From an optimization exercise on the open Yosys and OpenROAD flow, aimed at small area; shortcuts taken in it are not production practice. The RTL was checked by simulation tests, not by an equivalence proof against the original design. Power and IR drop assume default switching activity. No driver is modelled on the clock port, so clocking that relies on it looks cheaper here than on a real chip.

Design regfile, start of the top module:
module regfile (
    clock,
    ctrl_writeEnable,
    ctrl_reset, ctrl_writeReg,
    ctrl_readRegA, ctrl_readRegB, data_writeReg,
    data_readRegA, data_readRegB
);
   input clock, ctrl_writeEnable, ctrl_reset;
   input [4:0] ctrl_writeReg, ctrl_readRegA, ctrl_readRegB;
   input [31:0] data_writeReg;
   output [31:0] data_readRegA, data_readRegB;
   reg [31:0] valid;
   reg [31:0] data [0:31];
   wire [31:0] wsel = ctrl_writeEnable ? (32'd1 << ctrl_writeReg) : 32'd0;
   always @(posedge clock or posedge ctrl_reset) begin
      if (ctrl_reset)
         valid <= 32'd0;
      else
         valid <= valid | wsel;
   end
   genvar i;
   generate
      for (i = 0; i < 32; i = i + 1) begin : regs
         always @(posedge clock) begin
            if (wsel[i])
               data[i] <= data_writeReg;
         end
      end
   endgenerate
   wire [31:0] rselA = (32'd1 << ctrl_readRegA) & valid;
   wire [31:0] rselB = (32'd1 << ctrl_readRegB) & valid;
   read_port rdA (.sel(rselA), .d00(data[0]), .d01(data[1]), .d02(data[2]), .d03(data[3]),
      .d04(data[4]), .d05(data[5]), .d06(data[6]), .d07(data[7]), .d08(data[8]), .d09(data[9]),
      .d10(data[10]), .d11(data[11]), .d12(data[12]), .d13(data[13]), .d14(data[14]), .d15(data[15]),
      .d16(data[16]), .d17(data[17]), .d18(data[18]), .d19(data[19]), .d20(data[20]), .d21(data[21]),
      .d22(data[22]), .d23(data[23]), .d24(data[24]), .d25(data[25]), .d26(data[26]), .d27(data[27]),
      .d28(data[28]), .d29(data[29]), .d30(data[30]), .d31(data[31]), .q(data_readRegA));
  ...
Settings: LEC_CHECK=0, CAP_MARGIN=0, CORE_MARGIN=2, CORE_UTILIZATION=50, PLACE_DENSITY=0.6, SLEW_MARGIN=0, SYNTH_HIERARCHICAL=1, SYNTH_MINIMUM_KEEP_SIZE=0; clock period 10.0 ns.
standard.sh (not shown) runs the stock make flow with config.mk's settings and CLKGATE_MAP_FILE= SYNTH_SCRIPT=/design/flow/synth_recipe.tcl, a recipe that flattens the netlist after the stock synthesis.
==> flow/flow/run.sh <==
#!/bin/bash
# The standard layout (bash standard.sh, with the standard synthesis), with
# two changes: the port buffers are buf_2 cells instead of the tool's default
# delay buffer, and clock tree synthesis uses smaller clock buffers and adds
# no dummy loads.
set -euo pipefail
export BUFFER_PORTS_ARGS="-buffer_cell sky130_fd_sc_hd__buf_2"
export CTS_ARGS="-sink_clustering_enable -repair_clock_nets -dont_use_dummy_load -buf_list {sky130_fd_sc_hd__clkbuf_4 sky130_fd_sc_hd__clkbuf_8 sky130_fd_sc_hd__clkbuf_16}"
bash standard.sh > standard_make.log 2>&1
Then changed:
==> flow/run.sh (new file) <==
#!/bin/bash
# synth_recipe.tcl (not shown) runs the flow's synth.tcl, then flattens the netlist and writes it again
# the make line also repeats each setting of config.mk as NAME=value (left out here)
make -C /OpenROAD-flow-scripts/flow DESIGN_CONFIG=/design/flow/config.mk WORK_HOME=/design/flow/orfs CLKGATE_MAP_FILE= SYNTH_SCRIPT=/design/flow/synth_recipe.tcl finish
Settings changed: CAP_MARGIN 0 to 20, SLEW_MARGIN 0 to 20.
removed: flow/flow/run.sh
removed: flow/standard.sh
Effect: The new run ran to the end with no violations. Synthesized area stays the same. Routed wire length came out higher by 2.4%. Worst setup slack got worse by 0.79 ns. Global-route usage goes up by 1.0 points. Final area rose by about 3%. Register-to-register slack barely changes.

---

Setup of v48:
regfile, a different RTL version from the one above (not shown whole).
Size in the first run: roughly 1,100 flip-flops, ~40,000 µm² of cells after synthesis.
## regfile
module regfile (
    clock,
    ctrl_writeEnable,
    ctrl_reset, ctrl_writeReg,
    ctrl_readRegA, ctrl_readRegB, data_writeReg,
    data_readRegA, data_readRegB
);
Settings: LEC_CHECK=0, CAP_MARGIN=10, CORE_MARGIN=2, CORE_UTILIZATION=55, PLACE_DENSITY=0.65, SLEW_MARGIN=10, SYNTH_HIERARCHICAL=1, SYNTH_MINIMUM_KEEP_SIZE=0; clock period 10.0 ns.
==> flow/flow/run.sh <==
#!/bin/bash
# The standard layout (bash standard.sh, with the standard synthesis), with
# two changes: the port buffers are buf_1 cells instead of the tool's default
# delay buffer (repair may still resize them), and clock tree synthesis
# clusters more flip-flops per leaf buffer and adds no dummy loads.
set -euo pipefail
export BUFFER_PORTS_ARGS="-buffer_cell sky130_fd_sc_hd__buf_1"
export CTS_ARGS="-sink_clustering_enable -repair_clock_nets -dont_use_dummy_load -buf_list {sky130_fd_sc_hd__clkbuf_8 sky130_fd_sc_hd__clkbuf_16} -sink_clustering_size 26 -sink_clustering_max_diameter 80"
bash standard.sh > standard_make.log 2>&1
Edits applied to the flow inputs when going from v48 to v42:
--- a/flow/config.mk
+++ b/flow/config.mk
@@ -8,6 +8,6 @@
 export CAP_MARGIN = 10
 export CORE_MARGIN = 2
-export CORE_UTILIZATION = 55
-export PLACE_DENSITY = 0.65
+export CORE_UTILIZATION = 50
+export PLACE_DENSITY = 0.6
 export SLEW_MARGIN = 10
 export SYNTH_HIERARCHICAL = 1
Notes after the runs:
Compare v42 and v48 | wire length lower: v48. For the first-pass GRT wire length, v42 came in 1.1% higher than v48 did. Diff v48 -> v42: number of H-tree levels now sits at about the same level, global-route usage went down 3.8 points, number of fill cells moved up.
diff inputs: v42 => v10
--- a/flow/config.mk
+++ b/flow/config.mk
@@ -8,6 +8,6 @@
 export CAP_MARGIN = 10
 export CORE_MARGIN = 2
-export CORE_UTILIZATION = 50
-export PLACE_DENSITY = 0.6
+export CORE_UTILIZATION = 60
+export PLACE_DENSITY = 0.7
 export SLEW_MARGIN = 10
 export SYNTH_HIERARCHICAL = 1
### Flow results
Comparing final critical delay including setup and external delays for v10 and v42, the smaller number came from v42. When v10 is measured against v42, its wire length on met3 turns out 2600 µm higher. Total wirelength of the detailed-routed design: v10 lower than v42. Diff v10 and v42: internal reg-to-reg setup slack higher in v42. Non-clock buffer total of the final layout up about 5% in v10 wrt v42. On share of power burned in combinational logic: v10 sits above v42. v10: no failed stages, no open violations at the end. v10 vs v42, worst-path cell with the longest stage delay: sky130_fd_sc_hd__xnor2_1 vs sky130_fd_sc_hd__or4_1. The lower core region area came out of v10. The first-pass GRT wire length number comes out lower for v10 vs v42. Going from v42 to v10, via count grew by a few percent. When the final numbers for v10 and v42 were put side by side, the detailed-placement wirelength estimate turned out to be greater in v42.
The following lists how v18 was set up differently from v10:
==> flow/flow/run.sh <==
#!/bin/bash
# The standard layout (bash standard.sh, with the standard synthesis), with
# two changes: the port buffers are buf_1 cells instead of the tool's default
# delay buffer (repair may still resize them), and clock tree synthesis
# builds the tree from buf_12 cells, clusters more flip-flops per leaf
# buffer and adds no dummy loads.
set -euo pipefail
export BUFFER_PORTS_ARGS="-buffer_cell sky130_fd_sc_hd__buf_1"
export CTS_ARGS="-sink_clustering_enable -repair_clock_nets -dont_use_dummy_load -buf_list {sky130_fd_sc_hd__buf_12} -sink_clustering_size 26 -sink_clustering_max_diameter 80"
bash standard.sh > standard_make.log 2>&1
--- a/flow/config.mk
+++ b/flow/config.mk
@@ -6,8 +6,8 @@
 export NUM_CORES = 4
 export LEC_CHECK = 0
-export CAP_MARGIN = 10
+export CAP_MARGIN = 20
 export CORE_MARGIN = 2
-export CORE_UTILIZATION = 60
-export PLACE_DENSITY = 0.7
+export CORE_UTILIZATION = 50
+export PLACE_DENSITY = 0.6
 export SLEW_MARGIN = 10
 export SYNTH_HIERARCHICAL = 1
Findings:
- Critical path depth: v18 > v10
- Multi-input gate share of the layout cell area, v10 and v18: higher on v10
- In the tables for v10 and v18, die area reads lower with v10.

---

regfile, a different RTL version from the one above (not shown whole).
For scale: ~2200 cells after synthesis, roughly 1100 flip-flops, about 110 I/O pins, about 0.041 mm^2 of cells after synthesis.
==> flow/config.mk <==
export PLATFORM = sky130hd
export DESIGN_NAME = regfile
export DESIGN_NICKNAME = regfile
export VERILOG_FILES = /design/flow/design.v
export SDC_FILE = /design/flow/constraint.sdc
export NUM_CORES = 4
export LEC_CHECK = 0
export CAP_MARGIN = 0
export CORE_MARGIN = 2
export CORE_UTILIZATION = 60
export PLACE_DENSITY = 0.7
export SLEW_MARGIN = 0
export SYNTH_HIERARCHICAL = 1
export SYNTH_MINIMUM_KEEP_SIZE = 0
==> flow/constraint.sdc <==
create_clock -name core_clock -period 10.0 [get_ports {clock}]
set_input_delay 2.0000 -clock core_clock [delete_from_list [all_inputs] [get_ports {clock}]]
set_output_delay 2.0000 -clock core_clock [all_outputs]
set_load 0.01 [all_outputs]
==> flow/flow/run.sh <==
#!/bin/bash
# The standard layout (bash standard.sh, with the standard synthesis), with
# two changes: the port buffers are buf_1 cells instead of the tool's default
# delay buffer (repair may still resize them), and clock tree synthesis
# clusters more flip-flops per leaf buffer and adds no dummy loads.
set -euo pipefail
export BUFFER_PORTS_ARGS="-buffer_cell sky130_fd_sc_hd__buf_1"
export CTS_ARGS="-sink_clustering_enable -repair_clock_nets -dont_use_dummy_load -buf_list {sky130_fd_sc_hd__clkbuf_8 sky130_fd_sc_hd__clkbuf_16} -sink_clustering_size 30 -sink_clustering_max_diameter 100"
bash standard.sh > standard_make.log 2>&1
The starting point completed, yet does not pass: capacitance limit, slew limit.
Change:
--- a/flow/flow/run.sh
+++ b/flow/flow/run.sh
@@ -6,4 +6,4 @@
 set -euo pipefail
 export BUFFER_PORTS_ARGS="-buffer_cell sky130_fd_sc_hd__buf_1"
-export CTS_ARGS="-sink_clustering_enable -repair_clock_nets -dont_use_dummy_load -buf_list {sky130_fd_sc_hd__clkbuf_8 sky130_fd_sc_hd__clkbuf_16} -sink_clustering_size 30 -sink_clustering_max_diameter 100"
+export CTS_ARGS="-sink_clustering_enable -repair_clock_nets -dont_use_dummy_load -buf_list {sky130_fd_sc_hd__clkbuf_8 sky130_fd_sc_hd__clkbuf_16} -sink_clustering_size 26 -sink_clustering_max_diameter 80"
 bash standard.sh > standard_make.log 2>&1
Settings changed: CAP_MARGIN 0 to 10, SLEW_MARGIN 0 to 10.
With this change the flow ran to the end with no violations.
Synthesized area stays the same.
Synthesized cell count stays the same.
Total power rises by 1.6%.
Critical path depth does not change.
Clock skew does not change.
Worst hold slack got worse by 0.0033 ns.

-- static timing again, ports no longer ideal --
Ports are ideal in the flow. The routed layouts listed here were re-timed in OpenROAD.
Step 1 assumes that a clkbuf_16 drives the clock port and a buf_2 every other input.
Step 2, shift: input delay + t, output delay - t, t = (earliest + latest rising clock arrival at the registers) / 2. This alone moves slack from input paths to output paths.
a / b / c = ideal ports / drivers / drivers and shift; a / b = the first two.
| run | t, ns | setup WS [ns] | worst setup path after step 2 | worst register clock-pin slew, ns |
|---|---|---|---|---|
| the first run of note 1 | 0.718 | 2.985 / 2.955 / 2.955 | input to output | 0.07 / 0.07 |
| the second run of note 1 | 0.739 | 2.194 / 2.167 / 2.167 | input to output | 0.06 / 0.06 |
| v48 | 0.715 | 2.176 / 2.140 / 2.140 | input to output | 0.11 / 0.11 |
| v42 | 0.718 | 2.327 / 2.303 / 2.303 | input to output | 0.11 / 0.11 |
| v10 | 0.709 | 1.940 / 1.902 / 1.902 | input to output | 0.11 / 0.11 |
| v18 | 0.656 | 2.359 / 2.331 / 2.331 | input to output | 0.11 / 0.11 |
| the first run of note 3 | 0.683 | 3.039 / 3.003 / 3.003 | input to output | 0.11 / 0.11 |
| the second run of note 3 | 0.690 | 3.043 / 3.010 / 3.010 | input to output | 0.10 / 0.10 |
For v10, which loses most, drivers alone change the setup slack by -0.038 ns; drivers and shift together by -0.038 ns.
